Context: an optimization exercise on an open-source flow, tuned for a short achievable clock period and few clock cycles. The choices shown serve that exercise and are no tape-out recipe. At most, simulation tests tie the RTL to the original design; equivalence was not proved. For run 2, only the layout was checked, not whether the RTL still works. Power and IR drop assume default switching activity.

[design.v]
module SingleCycle_MIPS( 
    clk,
    rst_n,
    IR_addr,
    IR,
    ReadDataMem,
    CEN,
    WEN,
    A,
    ReadData2,
    OEN
);
    input         clk, rst_n;
    input  [31:0] IR;
    output [31:0] IR_addr;
    input  [31:0] ReadDataMem;   
    output        CEN;   
    output        WEN;   
    output  [6:0] A;   
    output [31:0] ReadData2;   
    output        OEN;   
	wire [31:0] PC_i;
	wire [31:0] PC_nxt;
	wire [31:0] PC_o;
	wire [31:0] PC_add4;
	wire [31:0] jump_addr;
	wire		RegDst;
	wire		Jump;
	wire		Branch;
	wire		MemRead;
	wire		MemToReg;
	wire [ 1:0]	ALUOp;
	wire		MemWrite;
	wire		ALUSrc;
	wire		RegWrite;
	wire		jal;
	wire		jr;
	wire [ 4:0] pre_Reg_W;
	wire [ 4:0] Reg_R1;
	wire [ 4:0] Reg_R2;
	wire [ 4:0] Reg_W;	
	wire [31:0] WriteData;
	wire [31:0] ReadData1;
	wire [31:0] IR_extend;
	wire [ 2:0] ALUctrl;
	wire [31:0] ALUin1;
	wire [31:0] ALUin2;
	wire [31:0] ALUresult;
	wire        ALUzero;
	wire [31:0] BranchAddr;
	wire [31:0] MUX_Branch_o;
	wire [31:0] MUX_Jump_o;
	wire [31:0] MUX_MemToReg_o;
	assign PC_i = PC_nxt ;
	PC PC (
	.PC_i(PC_i),
	.PC_o(IR_addr),
	.clk(clk),
	.rst_n(rst_n)
	);
	Control Control (
	.opcode_i(IR[31:26]),
	.func_i(IR[5:0]),
	.RegDst_o(RegDst),
	.Jump_o(Jump),
	.Branch_o(Branch),
	.MemRead_o(MemRead),
	.MemToReg_o(MemToReg),
	.ALUOp_o(ALUOp),
	.MemWrite_o(MemWrite),
	.ALUSrc_o(ALUSrc),
	.RegWrite_o(RegWrite),
	.jal_o(jal),
	.jr_o(jr)
	);
	MUX2_5b MUX_RegDST (
	.data0_i(IR[20:16]),
	.data1_i(IR[15:11]),
	.sel_i(RegDst),
	.data_o(pre_Reg_W)
	);
	MUX2_5b MUX_jal0 (
	.data0_i(pre_Reg_W),
	.data1_i(5'd31),
	.sel_i(jal),
	.data_o(Reg_W)
	);
	assign Reg_R1 = IR[25:21] ;
	assign Reg_R2 = IR[20:16] ;
	Register Register (
	.Reg_R1_i(Reg_R1),
	.Reg_R2_i(Reg_R2),
	.Reg_W_i(Reg_W),
	.RegWrite_i(RegWrite),
	.WriteData_i(WriteData),
	.ReadData1_o(ReadData1),
	.ReadData2_o(ReadData2),
	.clk(clk),
	.rst_n(rst_n)
	);
	Sign_Extend Sign_Extend (
	.data_i(IR[15:0]),
	.data_o(IR_extend)
	);
	MUX2_32b MUX_Src (
	.data0_i(ReadData2),
	.data1_i(IR_extend),
	.sel_i(ALUSrc),
	.data_o(ALUin2)
	);
	ALU_Control ALU_Control (
	.func_i(IR[3:0]),
	.ALUOp_i(ALUOp),
	.ALUctrl_o(ALUctrl)
	);
	assign ALUin1 = ReadData1 ;
	ALU ALU (
	.ALUin1_i(ALUin1),
	.ALUin2_i(ALUin2),
	.ALUctrl_i(ALUctrl),
	.ALUresult_o(ALUresult),
	.ALUzero_o(ALUzero)
	);
	assign A = ALUresult[8:2] ;
	Adder Adder0 (
	.data0_i(IR_addr),
	.data1_i(32'b100),
	.data_o(PC_add4)
	);
	assign jump_addr = {PC_add4[31:28],IR[25:0],2'b00} ;
	Adder Adder1 (
	.data0_i(PC_add4),
	.data1_i({IR_extend[29:0],2'b00}),
	.data_o(BranchAddr)
	);	
	MUX2_32b MUX_Branch (
	.data0_i(PC_add4),
	.data1_i(BranchAddr),
	.sel_i((Branch & ALUzero)),
	.data_o(MUX_Branch_o)
	);	
	MUX2_32b MUX_Jump (
	.data0_i(MUX_Branch_o),
	.data1_i(jump_addr),
	.sel_i(Jump),
	.data_o(MUX_Jump_o)
	);		
	MUX2_32b MUX_jr (
	.data0_i(MUX_Jump_o),
	.data1_i(ReadData1),
	.sel_i(jr),
	.data_o(PC_nxt)
	);	
	MUX2_32b MUX_MemToReg (
	.data0_i(ALUresult),
	.data1_i(ReadDataMem),
	.sel_i(MemToReg),
	.data_o(MUX_MemToReg_o)
	);	
	MUX2_32b MUX_jal1 (
	.data0_i(MUX_MemToReg_o),
	.data1_i(PC_add4),
	.sel_i(jal),
	.data_o(WriteData)
	);	
	assign CEN = ~(MemWrite | MemRead) ;
	assign WEN = ~MemWrite | MemRead ;
	assign OEN = 0 ;
endmodule
module Control (
	opcode_i,
	func_i,	
	RegDst_o,
	Jump_o,
	Branch_o,
	MemRead_o,
	MemToReg_o,
	ALUOp_o,
	MemWrite_o,
	ALUSrc_o,
	RegWrite_o,
	jal_o,
	jr_o
);
	input  [5:0] opcode_i;
	input  [5:0] func_i;
	output 	     RegDst_o;
	output 		 Jump_o;
	output		 Branch_o;
	output		 MemRead_o;
	output		 MemToReg_o;
	output [1:0] ALUOp_o;
	output		 MemWrite_o;
	output 		 ALUSrc_o;
	output 		 RegWrite_o;
	output		 jal_o;
	output		 jr_o;
	wire r,lw,sw,beq,jump,jal,jr;
	assign r    = ( opcode_i == 6'b000000 ) ? 1'b1 : 1'b0 ;
	assign lw   = ( opcode_i == 6'b100011 ) ? 1'b1 : 1'b0 ;
	assign sw   = ( opcode_i == 6'b101011 ) ? 1'b1 : 1'b0 ;
	assign beq  = ( opcode_i == 6'b000100 ) ? 1'b1 : 1'b0 ;
	assign jump = ( opcode_i == 6'b000010 ) ? 1'b1 : 1'b0 ;
	assign jal  = ( opcode_i == 6'b000011 ) ? 1'b1 : 1'b0 ;
	assign jr   = ( (opcode_i == 6'b000000) && (func_i == 6'b001000) ) ? 1'b1 : 1'b0 ;
	assign RegDst_o   = r ;
	assign Jump_o 	  = jump | jal ;
	assign Branch_o   = beq ;
    assign MemRead_o  = lw ;
	assign MemToReg_o = lw ;
	assign ALUOp_o	  = { r , beq } ;
	assign MemWrite_o = sw ;
	assign ALUSrc_o   = lw | sw ;
	assign RegWrite_o = r | lw | jal ;
	assign jal_o 	  = jal ;
	assign jr_o	      = jr ;	
endmodule
module Register (
	Reg_R1_i,
	Reg_R2_i,
	Reg_W_i,
	RegWrite_i,
	WriteData_i,
	ReadData1_o,
	ReadData2_o,
	clk,
	rst_n
);
	input		  clk;  
	input 	      rst_n;
	input		  RegWrite_i;
	input  [ 4:0] Reg_R1_i;
	input  [ 4:0] Reg_R2_i;
	input  [ 4:0] Reg_W_i;
	input  [31:0] WriteData_i;
	output [31:0] ReadData1_o;
	output [31:0] ReadData2_o;
	reg [31:0] register [0:31] ;  
	integer i ;  
	assign ReadData1_o = register[Reg_R1_i] ;
	assign ReadData2_o = register[Reg_R2_i] ;
	always @(posedge clk or negedge rst_n) begin
		if (~rst_n) begin
			for ( i = 0 ; i < 32 ; i = i + 1) begin
				register[i] <= 32'b0 ;
			end	
		end 
		else 
		if (RegWrite_i) begin  
			for ( i = 0 ; i < 32 ; i = i + 1) begin
				if ( i ==  Reg_W_i)
					register[i] <= WriteData_i ;
				else
					register[i] <= register[i] ;
			end			
		end
		else begin
			for ( i = 0 ; i < 32 ; i = i + 1)
				register[i] <= register[i] ;
		end	
	end	
endmodule
module PC (
	PC_i,
	PC_o,
	clk,
	rst_n
);
	input		  	  clk;
	input			  rst_n;	
	input  	   [31:0] PC_i;
	output reg [31:0] PC_o;
	always @ (posedge clk or negedge rst_n) begin
		if(~rst_n)
			PC_o <= 32'b0 ;
		else
			PC_o <= PC_i;	
	end
endmodule
module ALU (
	ALUin1_i,
	ALUin2_i,
	ALUctrl_i,
	ALUresult_o,
	ALUzero_o
);
	input signed [31:0] ALUin1_i;
	input signed [31:0] ALUin2_i;
	input 		 [ 2:0] ALUctrl_i;
	output reg signed [31:0] ALUresult_o;
	output 		  			 ALUzero_o;
	assign ALUzero_o = (ALUin1_i == ALUin2_i) ? 1'b1 : 1'b0 ;
	always @(*) begin
		case(ALUctrl_i)
			3'b000 : ALUresult_o = ALUin1_i & ALUin2_i ;  
			3'b001 : ALUresult_o = ALUin1_i | ALUin2_i ;  
			3'b010 : ALUresult_o = ALUin1_i + ALUin2_i ;  
			3'b110 : ALUresult_o = ALUin1_i - ALUin2_i ;  
			3'b111 : ALUresult_o = (ALUin1_i < ALUin2_i) ? 32'b1 : 32'b0 ;  
			default : ALUresult_o = 32'b0;
		endcase
	end 
endmodule
module ALU_Control (
	func_i,
	ALUOp_i,
	ALUctrl_o
);
	input  [3:0] func_i;
	input  [1:0] ALUOp_i;	
	output [2:0] ALUctrl_o;
	assign ALUctrl_o =
	( ALUOp_i == 2'b10 ) ?  
		(	( func_i == 4'b0000) ? 3'b010 :  
			( func_i == 4'b0010) ? 3'b110 :  
			( func_i == 4'b0100) ? 3'b000 :  
			( func_i == 4'b0101) ? 3'b001 :  
			( func_i == 4'b1010) ? 3'b111 : 3'b000  
		) :
	( ALUOp_i == 2'b01 ) ? 3'b110 :  
	( ALUOp_i == 2'b00 ) ? 3'b010 : 3'b000;  
endmodule
module Adder (
	data0_i,
	data1_i,
	data_o
);
	input  [31:0] data0_i;
	input  [31:0] data1_i;
	output [31:0] data_o;
	assign data_o = data0_i + data1_i ;
endmodule
module Sign_Extend (
	data_i,
	data_o
);
	input  [15:0] data_i;
	output [31:0] data_o;
	assign data_o = { {16{data_i[15]}} , data_i } ;
endmodule
module MUX2_5b (
	data0_i,
	data1_i,
	sel_i,
	data_o
);
	input  [4:0] data0_i;
	input  [4:0] data1_i;
	input		 sel_i;	
	output [4:0] data_o;
	assign data_o = sel_i ? data1_i : data0_i;
endmodule
module MUX2_32b (
	data0_i,
	data1_i,
	sel_i,
	data_o
);
	input  [31:0] data0_i;
	input  [31:0] data1_i;
	input	      sel_i;	
	output [31:0] data_o;
	assign data_o = sel_i ? data1_i : data0_i;
endmodule
[run.sh]
#!/bin/bash
# synth_recipe.tcl (not shown) runs the flow's synth.tcl, then flattens the netlist and writes it again
# the make line also repeats each setting of config.mk as NAME=value (left out here)
make -C /OpenROAD-flow-scripts/flow DESIGN_CONFIG=/design/flow/config.mk WORK_HOME=/design/flow/orfs CLKGATE_MAP_FILE= SYNTH_SCRIPT=/design/flow/synth_recipe.tcl finish
[config.mk]
export PLATFORM = sky130hd
export DESIGN_NAME = SingleCycle_MIPS
export DESIGN_NICKNAME = SingleCycle_MIPS
export VERILOG_FILES = /design/flow/design.v
export SDC_FILE = /design/flow/constraint.sdc
export NUM_CORES = 8
export LEC_CHECK = 0
export CAP_MARGIN = 20
export CORE_MARGIN = 2
export CORE_UTILIZATION = 40
export SETUP_SLACK_MARGIN = 4.0
export SLEW_MARGIN = 20
[constraint.sdc]
create_clock -name core_clock -period 7.5 [get_ports {clk}]
set_input_delay 1.5000 -clock core_clock [delete_from_list [all_inputs] [get_ports {clk}]]
set_output_delay 1.5000 -clock core_clock [all_outputs]
set_load 0.01 [all_outputs]
==> summary.md, run 1 <==
Counting instances, the worst hold path has a depth of 2. The period utilization was 94.6%. The highest achievable clock rate is 0.141 GHz, and the port buffer count is 138.

The run gives 810 ps as the insertion delay of the later-clocked pin in the worst-skew pair. The tools report the area of the die as 147000 um^2. The number of max-capacitance violations reported is 0. Total power per unit cell area: 180 nW/um^2.

The die width came out at 384 um. For this run, the leading register cell type out of synthesis is sky130_fd_sc_hd__dfrtp_1. Using the TritonRoute via totals, the vias-per-cell ratio works out to 7.15. The count of fill cells added during filler insertion was 12300.

After synthesis, the cell types taking the most area are sky130_fd_sc_hd__dfrtp_1 (46%), sky130_fd_sc_hd__o21ai_0 (7.1%), sky130_fd_sc_hd__nand2_1 (6.1%), sky130_fd_sc_hd__a221oi_1 (5.2%), sky130_fd_sc_hd__a22o_1 (4.9%). The min-delay analysis places its worst path in the category reg -> reg. The tools report the buffer type at the clock tree root as sky130_fd_sc_hd__clkbuf_16.

Synthesis handed over a netlist of 6241 instances. Once detail routing completed, the nets flagged for antenna violations numbered 0. Library cell with the highest instance count after synthesis: sky130_fd_sc_hd__dfrtp_1.

The first global-routing pass estimated 521000 um of wire. The buffer depth of the longest clock path was 3; the number of warnings printed during yosys synthesis was 4. After clock tree synthesis, the clock-pin slew on the worst setup and hold paths is 60 ps. The flow ran to the end and the layout has no timing, DRC or antenna violations. The logs give 70.1 ps for the largest clock skew in the final design and 271000 um for the placed wire-length estimate. The logs give 0 for the overall overflow remaining after global route and 0 for the number of remaining DRC errors. Synthesis inferred 1056 register bits. met2 is the most crowded layer.

The average instance in the mapped netlist occupies 9.23 um^2. In this design, the largest share of critical-path delay is due to compound AO/OA/AOI/OAI gates. The share of synthesized flip-flops with an asynchronous set or reset was 100%. The actual transition at the worst max-transition pin works out to 1230 ps. Counting every sink on the clock net gives 1056. The die height works out to 384 um. The total area inside the core boundary comes to 143000 um^2.

Counting distinct cell types in the post-synthesis netlist gives 86. Number of global-route vias before repair: 60900. In the global route stage, met3 resource usage came out at 21.3%. The initial utilization of the core area, before any placement, comes to 40.2%. Post-synthesis cell type with the largest combined area: sky130_fd_sc_hd__dfrtp_1. The total track usage came out at 51.5%.

The synthesized design devotes to its leading area cell type 45.9% of total area. The final number of max-transition violations is 0, and the netlist area before placement is 57600 um^2. VDD sags by at most 0.204 mV. The floorplan has 139 rows. The depth of the most critical reg-to-reg path came out at 28. The H-tree was split into 3 levels.

Relative to the synthesized area, the layout overhead comes to 48.7%. Data arrives at the worst endpoint at 5590 ps. TritonCTS built the clock tree. Setup repair after global routing could not meet its margin everywhere. The mean routed wirelength per cell works out to 43.6 um.

Setup violations remaining at the end of the flow were counted as 0. The tools report the met2 routing resource usage after global routing as 72.9%. The routing usage on met1 is 63.9%. Ranked by instance count, the synthesized netlist is headed by sky130_fd_sc_hd__dfrtp_1 (1056), sky130_fd_sc_hd__nand2_1 (944), sky130_fd_sc_hd__o21ai_0 (815), sky130_fd_sc_hd__clkbuf_1 (508), sky130_fd_sc_hd__a221oi_1 (340). The number of buffer and inverter stages on the critical path is 9, and the required time at the worst-slack endpoint is 6000 ps. The stage delay of the slowest cell on the critical path works out to 460 ps.

The slowest stage of the critical path is the sky130_fd_sc_hd__o32a_1 cell. In this run the number of cells on the critical path is 22. The final route contains 67500 vias. The capturing element type of the critical path is an output pin.

The tools report the final non-filler cell area as 85700 um^2. In this run the tightest slew margin relative to its limit is 17.8%. Cells with a size suffix above 1 make up 37.5% of the layout.

Summed over all cells, the static leakage comes to 38.1 nW. The initial antenna violation count was 22; the final number of hold-violating endpoints was 0. After the first detailed-routing iteration, the DRC count stood at 11000.

The tools report the largest net degree at the start of global routing as 156. For the portion of the post-synthesis area used by sequential elements, the log shows 45.9%. Tightest hold margin: 506 ps. Walking the worst path, the cells encountered are buf_6 > buf_12 > nor2b_4 > nand2_4 > nor2_4 > buf_12 > buf_12 > a22o_1 > a221oi_2 > nand4_1 > o32a_1 > mux2i_1 > buf_4 > buf_4 > ha_4 > inv_2 > a2111oi_4 > buf_4 > o31ai_4 > a221o_1 > a221o_1 > buf_2. TritonCTS created 115 clock buffers.

Final layout net count: 7603. Worst setup path category: in -> out. The synthesized design contains 0 enable-type register cells.

For this block, the routed nets add up to 411000 um of wire. The run gives 140 as the number of top-level pins. The worst path needs 7090 ps of the cycle, external delays included. The congestion estimate from routability-driven global placement came to 1.05.

Once placement finished, the instance area stood at 71400 um^2. Of all nets on the critical path, the largest fanout is 7. Count of TritonRoute iterations in the first routing pass: 10. STA classifies the critical path startpoint as a primary input.
[metrics by stage]
stage	util [%]	setup slack [ps]	TNS, ps	power, mW	cells
after detailed placement	49.8	-846	-237470	8.48	8825
after global routing	59.8	303	0	15.7	9423
after CTS	53.8	393	0	14.7	9150
final	59.8	406	0	15.5	9431
after global placement	49.8	-849	-236920	8.47	8825
after floorplan	-	1290	0	7.20	6241
[routing by layer]
layer | up-vias | part of all wire (%)
met3 | 2075 | 16
met4 | 30 | 9.1
met2 | 6189 | 39
li1 | 26000 | -
met1 | 33200 | 35
met5 | - | 0.34
[area by class of cell]
class / instances / area (um^2) / area share, %
diodes: 18 / 45.0 / 0.0526
clock buffers: 152 / 3220 / 3.75
clock inverters: 67 / 882 / 1.03
inverters: 119 / 459 / 0.536
multi-input cells: 4496 / 34300 / 40.0
flip-flops and latches: 1056 / 26400 / 30.8
well taps: 1903 / 2380 / 2.78
repair buffers: 1620 / 18000 / 21.0
[path summary, 6_finish.rpt]
path | slack (ps) | endpoint | startpoint
hold / removal | 510 | Register.register[17][8]$_DFFE_PN0P_ | Register.register[17][8]$_DFFE_PN0P_
min in group asynchronous | 750 | Register.register[31][25]$_DFFE_PN0P_ | rst_n
hold reg to reg | 510 | Register.register[17][8]$_DFFE_PN0P_ | Register.register[17][8]$_DFFE_PN0P_
max in group asynchronous | 5100 | PC.PC_o[2]$_DFF_PN0_ | rst_n
setup / recovery | 410 | A[6] | IR[16]
setup reg to reg | 1740 | Register.register[15][27]$_DFFE_PN0P_ | Register.register[29][2]$_DFFE_PN0P_
[cell families (layout without fill, tap and decap cells)]
group,Yosys count,after routing,synth area share [%]
compound gates,2462,2462,29.3
simple gates,1632,1634,12.4
flops,1056,1056,45.9
buf+inv,691,1958,4.57
mux,220,220,4.25
fa+ha+maj,129,129,2.84
xor+xnor,50,50,0.760
other cells,1,19,0.00651
[sequential cells by signal, indices dropped and copies added, names as in the netlist]
signal / count
Register.register: 1024
PC.PC_o: 32
[placed cells by master, fill, tap and decap left out, types with 174 or more instances in the layout]
master | synthesis | layout
sky130_fd_sc_hd__o21ai_1 | 31 | 251
sky130_fd_sc_hd__a21oi_1 | 255 | 198
sky130_fd_sc_hd__a22o_1 | 324 | 319
sky130_fd_sc_hd__mux2_2 | 196 | 190
sky130_fd_sc_hd__dfrtp_1 | 1056 | 1056
sky130_fd_sc_hd__nand2_1 | 944 | 893
sky130_fd_sc_hd__clkbuf_16 | 0 | 174
sky130_fd_sc_hd__a22oi_1 | 326 | 313
sky130_fd_sc_hd__o21ai_2 | 0 | 245
sky130_fd_sc_hd__buf_6 | 0 | 185
sky130_fd_sc_hd__buf_12 | 0 | 264
sky130_fd_sc_hd__a221oi_1 | 340 | 210
sky130_fd_sc_hd__o21ai_0 | 815 | 329
sky130_fd_sc_hd__buf_4 | 1 | 948
[worst register-to-register path: cells and delay by family, from the launching register on]
kind	cells	cell delay, ps
flops	1	460
fa+ha+maj	1	140
simple gates	3	320
buf+inv	12	1690
mux	1	160
compound gates	11	2920
[report_power, final]
| group | switching (mW) | internal, mW | leakage, nW |
|---|---|---|---|
| clock | 2.76 | 3.53 | 1.99 |
| sequential | 0.210 | 5.83 | 14.7 |
| combinational | 1.84 | 1.28 | 21.4 |
| total | 4.81 | 10.6 | 38.1 |
[timing repair]
action | 4_1_cts | 5_1_grt
cloned | 2 | 87
pin swaps | 71 | 384
gates resized for setup | 220 | 1571
endpoints found under the setup margin | 1097 | 1098
hold buffers | 0 | 0
endpoints found under the hold margin | 0 | 0
buffers inserted | 104 | 176
Testbench counts, summed over its fixed seeds: cycles 80,427.
==> run 2, diff against run 1 <==
==> design.v (replaced) <==
module SingleCycle_MIPS(
    clk,
    rst_n,
    IR_addr,
    IR,
    ReadDataMem,
    CEN,
    WEN,
    A,
    ReadData2,
    OEN
);
    input         clk, rst_n;
    input  [31:0] IR;
    output [31:0] IR_addr;
    input  [31:0] ReadDataMem;
    output        CEN;
    output        WEN;
    output  [6:0] A;
    output [31:0] ReadData2;
    output        OEN;
    reg  [9:0]  pc_F;
    reg         v_D;
    reg  [31:0] ir_D;
    reg  [9:0]  pc_D;
    reg  [31:0] s1_D, s2_D;      
    reg         v_E;
    reg         we_E;
    reg  [4:0]  rd_E;
    reg         lw_E, beq_E;
    reg  [2:0]  alu_E;           
    reg  [31:0] a_E, b_E;
    reg  [9:0]  bt_E;            
    reg         cen_E, wen_E;
    reg  [6:0]  addr_E;
    reg  [31:0] sd_E;
    reg         we_M;
    reg  [4:0]  rd_M;
    reg  [31:0] res_M;
    reg  [31:0] rf [0:31];
    assign IR_addr   = {20'd0, pc_F, 2'b00};
    assign CEN       = cen_E;
    assign WEN       = wen_E;
    assign A         = addr_E;
    assign ReadData2 = sd_E;
    assign OEN       = 1'b0;
    wire [31:0] sum  = a_E + b_E;
    wire [32:0] diff = {a_E[31], a_E} - {b_E[31], b_E};
    reg  [31:0] alu_y;
    always @(*) begin
        case (alu_E)
            3'd0: alu_y = a_E & b_E;
            3'd1: alu_y = a_E | b_E;
            3'd2: alu_y = sum;
            3'd3: alu_y = diff[31:0];
            default: alu_y = {31'd0, diff[32]};
        endcase
    end
    wire [31:0] res_E = lw_E ? ReadDataMem : alu_y;
    wire taken = v_E & beq_E & (a_E == b_E);
    wire d_ok    = v_D & (pc_D == bt_E);
    wire f_ok    = ~d_ok & (pc_F == bt_E);
    wire kill_D  = taken & ~d_ok;
    wire redir_E = taken & ~d_ok & ~f_ok;
    wire [5:0]  op  = ir_D[31:26];
    wire [4:0]  rs  = ir_D[25:21];
    wire [4:0]  rt  = ir_D[20:16];
    wire [4:0]  rdf = ir_D[15:11];
    wire [5:0]  fn  = ir_D[5:0];
    wire [15:0] imm = ir_D[15:0];
    wire isR   = (op == 6'h00);
    wire isLW  = (op == 6'h23);
    wire isSW  = (op == 6'h2b);
    wire isBEQ = (op == 6'h04);
    wire isJAL = (op == 6'h03);
    wire isJR  = isR & (fn == 6'h08);
    wire wr_D  = isR | isLW | isJAL;
    wire [4:0] dst_D = isJAL ? 5'd31 : isR ? rdf : rt;
    reg  [31:0] rA, rB;
    integer k;
    always @(*) begin
        rA = 32'd0;
        rB = 32'd0;
        for (k = 0; k < 32; k = k + 1) begin
            rA = rA | ({32{s1_D[k]}} & rf[k]);
            rB = rB | ({32{s2_D[k]}} & rf[k]);
        end
    end
    wire byA = we_M & (rd_M == rs);
    wire byB = we_M & (rd_M == rt);
    wire [31:0] vA = byA ? res_M : rA;
    wire [31:0] vB = byB ? res_M : rB;
    wire hzA = v_E & we_E & (rd_E == rs);
    wire hzB = v_E & we_E & (rd_E == rt);
    wire stall = v_D & (((isLW | isSW | isJR) & hzA) | (isSW & hzB));
    wire go_D = v_D & ~kill_D & ~stall;       
    wire [8:0] ea = vA[8:0] + imm[8:0];
    wire redir_D = go_D & isJR;
    reg [2:0] alu_D;
    always @(*) begin
        if (isR) begin
            case (fn[3:0])
                4'b0000: alu_D = 3'd2;
                4'b0010: alu_D = 3'd3;
                4'b0101: alu_D = 3'd1;
                4'b1010: alu_D = 3'd4;
                default: alu_D = 3'd0;
            endcase
        end else alu_D = 3'd2;
    end
    wire [10:0] link = {1'b0, pc_D} + 11'd1;
    wire f_j = (IR[31:27] == 5'b00001);      
    wire [9:0] pc_seq = pc_F + 10'd1;
    integer i;
    always @(posedge clk or negedge rst_n) begin
        if (~rst_n) begin
            pc_F <= 10'd0;
            v_D <= 1'b0; ir_D <= 32'd0; pc_D <= 10'd0; s1_D <= 32'd0; s2_D <= 32'd0;
            v_E <= 1'b0; we_E <= 1'b0; rd_E <= 5'd0; lw_E <= 1'b0; beq_E <= 1'b0;
            alu_E <= 3'd0; a_E <= 32'd0; b_E <= 32'd0;
            bt_E <= 10'd0; cen_E <= 1'b1; wen_E <= 1'b1; addr_E <= 7'd0; sd_E <= 32'd0;
            we_M <= 1'b0; rd_M <= 5'd0; res_M <= 32'd0;
            for (i = 0; i < 32; i = i + 1) rf[i] <= 32'd0;
        end else begin
            if (redir_E) begin
                pc_F <= bt_E;
                v_D <= 1'b0;
            end else if (redir_D) begin
                pc_F <= vA[11:2];
                v_D <= 1'b0;
            end else if (stall & ~kill_D) begin
            end else begin
                pc_F <= f_j ? IR[9:0] : pc_seq;
                v_D <= 1'b1;
                ir_D <= IR;
                pc_D <= pc_F;
                for (i = 0; i < 32; i = i + 1) begin
                    s1_D[i] <= (IR[25:21] == i);
                    s2_D[i] <= (IR[20:16] == i);
                end
            end
            v_E   <= go_D;
            we_E  <= go_D & wr_D;
            rd_E  <= dst_D;
            lw_E  <= isLW;
            beq_E <= isBEQ;
            alu_E <= alu_D;
            a_E   <= isJAL ? {19'd0, link, 2'b00} : hzA ? res_E : vA;
            b_E   <= isJAL ? 32'd0 : hzB ? res_E : vB;
            bt_E  <= pc_D + 10'd1 + imm[9:0];
            cen_E <= ~(go_D & (isLW | isSW));
            wen_E <= ~(go_D & isSW);
            addr_E <= ea[8:2];
            sd_E  <= vB;
            we_M  <= we_E;
            rd_M  <= rd_E;
            res_M <= res_E;
            if (we_M)
                for (i = 0; i < 32; i = i + 1)
                    if (i == rd_M) rf[i] <= res_M;
        end
    end
endmodule
--- a/config.mk
+++ b/config.mk
@@ -5,8 +5,9 @@
 export SDC_FILE = /design/flow/constraint.sdc
 export NUM_CORES = 8
 export LEC_CHECK = 0
+export ABC_CLOCK_PERIOD_IN_PS = 2000
 export CAP_MARGIN = 20
 export CORE_MARGIN = 2
 export CORE_UTILIZATION = 40
-export SETUP_SLACK_MARGIN = 4.0
+export SETUP_SLACK_MARGIN = 5.0
 export SLEW_MARGIN = 20
==> run 2 against run 1 <==
Net effect:
- sequential share of layout area grew 9.6 points
- final area shrank 5.0%
- critical path type is now reg -> reg
- synthesized cell count shrank 6.8%
- combinational power shrank 51%
==> summary.md, run 2 <==
The remaining max-slew budget at the tightest pin is 22.5% (was 17.8%), and the number of remaining DRC errors is 0 (unchanged). The tools report the area of the die as 169000 um^2 (was 147000 um^2). Startpoint of the most critical register-to-register path: b_E[31]$_DFF_PN0_ (was Register.register[29][2]$_DFFE_PN0P_). The switching share of power works out to 26.2% (was 31.1%). Setup repair after global routing could not meet its margin everywhere. Area share of the largest cell type after synthesis: 49.2% (was 45.9%). The signed area change from the synthesized netlist to the final layout was 23.0% (was 48.7%); the clock-pin transition on the worst setup and hold timing paths was 60 ps (about the same). For the netlist area before placement, the log shows 66200 um^2 (was 57600 um^2). The buffer type at the clock tree root was sky130_fd_sc_hd__clkbuf_16 (unchanged). Worst reg-to-reg setup slack: 3980 ps (was 1740 ps).

The post-synthesis cell type with the largest combined area is sky130_fd_sc_hd__dfrtp_1 (unchanged). The logs give 79 (was 86) for the number of distinct library cells after synthesis and 0.957 (was 1.05) for the placer congestion estimate. The power share of the clock group is 44.9% (was 40.7%), and the flip-flop count of the largest register after layout is 1024 (unchanged). The number of endpoints failing setup at the final stage came out at 0 (unchanged).

The tightest hold margin is 377 ps (was 506 ps), and the number of cell rows is 149 (was 139). The post-synthesis area per instance works out to 11.4 um^2 (was 9.23 um^2). The number of buffer and inverter stages on the critical path is 3 (was 9). The total power per unit cell area came out at 199 nW/um^2 (was 180 nW/um^2). Capturing element type of the critical path: a flip-flop (was an output pin). The worst hold path endpoint was we_M$_DFF_PN0_ (was Register.register[17][8]$_DFFE_PN0P_). The minimum clock period is 3520 ps (was 7090 ps). The class of the most critical hold timing path is reg -> reg (unchanged). The mean routed wirelength per cell was 38.4 um (was 43.6 um); the highest achievable clock rate was 0.284 GHz (was 0.141 GHz). The internal cell power is 12.0 mW (was 10.6 mW). The worst setup path category was reg -> reg (was in -> out). Count of cells along the worst hold path: 0 (was 2).

Biggest fanout along the worst timing path: 9 (was 7). The run gives 165000 um^2 (was 143000 um^2) as the core footprint. The run gives 0 (unchanged) as the overall overflow remaining after global route.

The number of top-level pins came out at 140 (unchanged). The run gives 2 (was 4) as the number of warnings printed during yosys synthesis. The largest clock skew in the final design is 42.6 ps (was 70.1 ps). The source of the worst hold timing path was we_E$_DFF_PN0_ (was Register.register[17][8]$_DFFE_PN0P_). The tools report the number of placed cells counting well taps as 7761 (was 8825). The logs give 11400 (was 11000) for the count of routing violations after the opening detailed-route iteration and 440000 um (was 521000 um) for the wire length of the first global-routing pass. The prevailing post-synth register cell is sky130_fd_sc_hd__dfrtp_1 (unchanged).

The family with the most delay on the worst path was simple AND/OR/NAND/NOR gates (was compound AO/OA/AOI/OAI gates). The final non-filler cell area was 81400 um^2 (was 85700 um^2); the final cell count without fillers was 8352 (was 9431). The final number of hold-violating endpoints was 0 (unchanged).

The total track usage is 36.7% (was 51.5%), and the ratio of cells with drive above 1 in the final layout is 38.6% (was 37.5%). The flow ran to the end and the layout has no timing, DRC or antenna violations. The final layout net count was 6224 (was 7603); the summed negative setup slack over all endpoints was 0 ps (unchanged). The logs give 5818 (was 6241) for the post-synthesis cell count and 10 (unchanged) for the count of TritonRoute iterations in the first routing pass. The initial core utilization came out at 40.2% (about the same). The leading cell type in the layout, fill and taps excluded is sky130_fd_sc_hd__dfrtp_1 (unchanged). The total chip power is 16.2 mW (was 15.5 mW), and the port buffer count is 115 (was 138).

The logs give 0 (unchanged) for the number of antenna-violating nets in the routed design and 3 (unchanged) for the buffer depth of the longest clock path. The die width is 411 um (was 384 um). The library cell with the highest instance count after synthesis is sky130_fd_sc_hd__dfrtp_1 (unchanged). The average via count per standard cell came out at 7.14 (was 7.15). Commonest cells after routing, fill and taps aside: sky130_fd_sc_hd__dfrtp_1 (1213), sky130_fd_sc_hd__mux2_2 (1030), sky130_fd_sc_hd__a22oi_1 (761), sky130_fd_sc_hd__buf_4 (283), sky130_fd_sc_hd__nor2_1 (175) (was sky130_fd_sc_hd__dfrtp_1 (1056), sky130_fd_sc_hd__buf_4 (948), sky130_fd_sc_hd__nand2_1 (893), sky130_fd_sc_hd__o21ai_0 (329), sky130_fd_sc_hd__a22o_1 (319)). Depth of the most critical reg-to-reg path: 11 (was 28). The critical path startpoint category was a flip-flop (was a primary input). Most used standard cells in the synthesized netlist: sky130_fd_sc_hd__dfrtp_1 (1303), sky130_fd_sc_hd__mux2_2 (1052), sky130_fd_sc_hd__a22oi_1 (770), sky130_fd_sc_hd__clkbuf_1 (435), sky130_fd_sc_hd__nor2_1 (202) (was sky130_fd_sc_hd__dfrtp_1 (1056), sky130_fd_sc_hd__nand2_1 (944), sky130_fd_sc_hd__o21ai_0 (815), sky130_fd_sc_hd__clkbuf_1 (508), sky130_fd_sc_hd__a221oi_1 (340)). The combinational share of power was 9.4% (was 20.2%); the switching component of the power was 4.24 mW (was 4.81 mW). The tools report the via total after detailed routing as 59600 (was 67500).

The number of max-capacitance violations reported is 0 (unchanged). Cell area after placement: 70000 um^2 (was 71400 um^2). The CTS buffer count is 142 (was 115), and the share of synthesized flip-flops with an asynchronous set or reset is 100% (unchanged). The stage delay of the slowest cell on the critical path was 610 ps (was 460 ps). The final number of max-transition violations was 0 (unchanged); the data arrival time at the worst-slack endpoint was 4190 ps (was 5590 ps). The sequential power share is 45.7% (was 39.1%), and the placed wire-length estimate is 175000 um (was 271000 um). The H-tree level count is 4 (was 3), and the portion of the post-synthesis area used by sequential elements is 49.3% (was 45.9%).

The initial antenna violation count came out at 15 (was 22). The run gives 0 (unchanged) as the number of hold-repair buffers added at the cts stage. Cell-by-cell trace of the critical path: inv_2 > ha_4 > nor4_4 > nand3_1 > or3_4 > or4_4 > or2_4 > nand3_4 > buf_12 > clkbuf_16 > mux2_2 (was buf_6 > buf_12 > nor2b_4 > nand2_4 > nor2_4 > buf_12 > buf_12 > a22o_1 > a221oi_2 > nand4_1 > o32a_1 > mux2i_1 > buf_4 > buf_4 > ha_4 > inv_2 > a2111oi_4 > buf_4 > o31ai_4 > a221o_1 > a221o_1 > buf_2).

The total number of clock tree sinks is 1305 (was 1056). Actual transition at the worst max-transition pin: 1160 ps (was 1230 ps). Largest cells by area after synthesis: sky130_fd_sc_hd__dfrtp_1 (49%), sky130_fd_sc_hd__mux2_2 (18%), sky130_fd_sc_hd__a22oi_1 (8.7%), sky130_fd_sc_hd__clkbuf_1 (2.5%), sky130_fd_sc_hd__ha_1 (2.2%) (was sky130_fd_sc_hd__dfrtp_1 (46%), sky130_fd_sc_hd__o21ai_0 (7.1%), sky130_fd_sc_hd__nand2_1 (6.1%), sky130_fd_sc_hd__a221oi_1 (5.2%), sky130_fd_sc_hd__a22o_1 (4.9%)).

The run gives 177 (was 156) as the largest net degree at the start of global routing. The number of global-route vias before repair came out at 56900 (was 60900). The period utilization was 46.9% (was 94.6%); the number of flip-flops and latches in the synthesized netlist was 1305 (was 1056). The register ranked first by flip-flop count is rf (was Register.register). The tools report the leakage power summed over all cells as 37.3 nW (was 38.1 nW). The endpoint of the worst register-to-register path was ir_D[25]$_DFFE_PN0P_ (was Register.register[15][27]$_DFFE_PN0P_). Standard cell with the maximum stage delay on the critical path: sky130_fd_sc_hd__or4_4 (was sky130_fd_sc_hd__o32a_1). The run gives 8180 ps (was 6000 ps) as the required time at the worst-slack endpoint. The maximum vdd drop came out at 0.264 mV (was 0.204 mV).

The number of flops mapped to enable cells by yosys came out at 0 (unchanged). TritonCTS built the clock tree. The die height works out to 411 um (was 384 um). The wire length after detailed routing was 320000 um (was 411000 um). Insertion delay of the later-clocked pin in the worst-skew pair: 830 ps (was 810 ps).
run 2: changes by cell type in the layout (fill, tap and decap cells not counted), sizes merged, moves of 64 or more:
cell    previous run  this run
nand3            103       168
o32a              64         0
buf             1456       526
o21ai            846       106
a22oi            326       770
a22o             324       143
a221oi           340       138
dfrtp           1056      1303
nand2            945       175
mux2             196      1052
nor3              32       103
a21oi            255       191
nor4              10        81
run 2: final cells by class:
cell class | instances | area, um^2
Clock inverter | 48 | 523
Antenna cell | 8 | 20.0
Fill cell | 14400 | 83200
Multi-Input combinational cell | 3873 | 34300
Inverter | 120 | 474
Sequential cell | 1305 | 32900
Tap cell | 2189 | 2740
Clock buffer | 210 | 4260
Timing Repair Buffer | 599 | 6250
run 2: timing repair:
| action | in CTS | in global routing |
|---|---|---|
| resized for setup | 830 | 245 |
| cloned | 16 | 7 |
| buffers inserted | 215 | 85 |
| pin swaps | 154 | 141 |
| setup endpoints to repair | 1062 | 767 |
run 2: cell families (layout without fill, tap and decap cells):
group | Yosys count | after routing | share of synthesized area (%)
AOI/OAI and AO/OA | 1593 | 1593 | 17.6
xor gates and xnor gates | 95 | 95 | 1.26
adders and majority gates | 117 | 117 | 2.25
buffers and inverters | 672 | 977 | 4.08
DFF | 1305 | 1305 | 49.3
muxes | 1066 | 1066 | 18.1
other | 1 | 31 | 0.00566
and+or+nand+nor | 969 | 979 | 7.36
run 2: worst max-delay path by stage:
stage	to	startpoint	slack, ps	depth (start not counted)
after floorplan	s1_D[19]$_DFFE_PN0P_	b_E[10]$_DFF_PN0_	4320	15
after global placement	s2_D[23]$_DFFE_PN0P_	a_E[15]$_DFF_PN0_	2290	10
after detailed placement	s1_D[25]$_DFFE_PN0P_	a_E[15]$_DFF_PN0_	2230	10
after CTS	ir_D[21]$_DFFE_PN0P_	a_E[29]$_DFF_PN0_	4000	13
after global routing	ir_D[25]$_DFFE_PN0P_	b_E[31]$_DFF_PN0_	3950	13
final	ir_D[25]$_DFFE_PN0P_	b_E[31]$_DFF_PN0_	3980	11
run 2: power groups by stage:
stage	clock network [mW]	registers, mW	logic (mW)
2_1_floorplan	0	7.44	0.671
3_3_place_gp	0	7.58	1.10
3_5_place_dp	0	7.58	1.11
4_1_cts	7.28	7.40	1.36
5_1_grt	7.56	7.42	1.62
6_report	7.29	7.41	1.52
run 2: per-stage QoR:
step                util (%)  setup slack (ps)
floorplan                  -              4320
global placement        42.5              2290
detailed placement      42.5              2230
CTS                     48.3              4000
global route            49.5              3950
finish                  49.5              3980
run 2: routing by layer:
layer	global-route usage (%)	share of wire [%]	vias up
met1	47.1	36	30100
met5	0.396	0.067	-
met2	49.9	39	5359
met3	15.5	15	1638
met4	25.0	9.0	20
li1	-	-	22500

-- afterwards: timing with drivers on the ports --
The results above use ideal ports. As a check the final layouts listed here were re-extracted and re-timed, cells and wires unchanged.
Step 1 assumes that a clkbuf_16 drives the clock port and a buf_2 every other input.
Step 2 moves the port delays by t, midway between the first and last clock arrival at a register: inputs arrive t later, outputs are due t later. That takes back most of the time a late clock gives input paths.
Slacks: ideal / step 1 / step 2; pairs: ideal / step 1.
| run | shift t [ns] | setup slack, ns | hold slack, ns | latest minus earliest clock arrival (ns) | slew at the worst register clock pin (ns) |
|---|---|---|---|---|---|
| run 1 | 0.865 | 0.406 / 0.354 / -0.235 | 0.506 / 0.506 / 0.506 | 0.070 / 0.070 | 0.08 / 0.08 |
| run 2 | 0.907 | 3.984 / 3.984 / 3.745 | 0.377 / 0.377 / 0.377 | 0.045 / 0.046 | 0.07 / 0.07 |
Met with ideal ports but missed after step 2: setup timing in run 1. For run 1, which loses most, drivers alone change the setup slack by -0.052 ns; drivers and shift together by -0.641 ns.
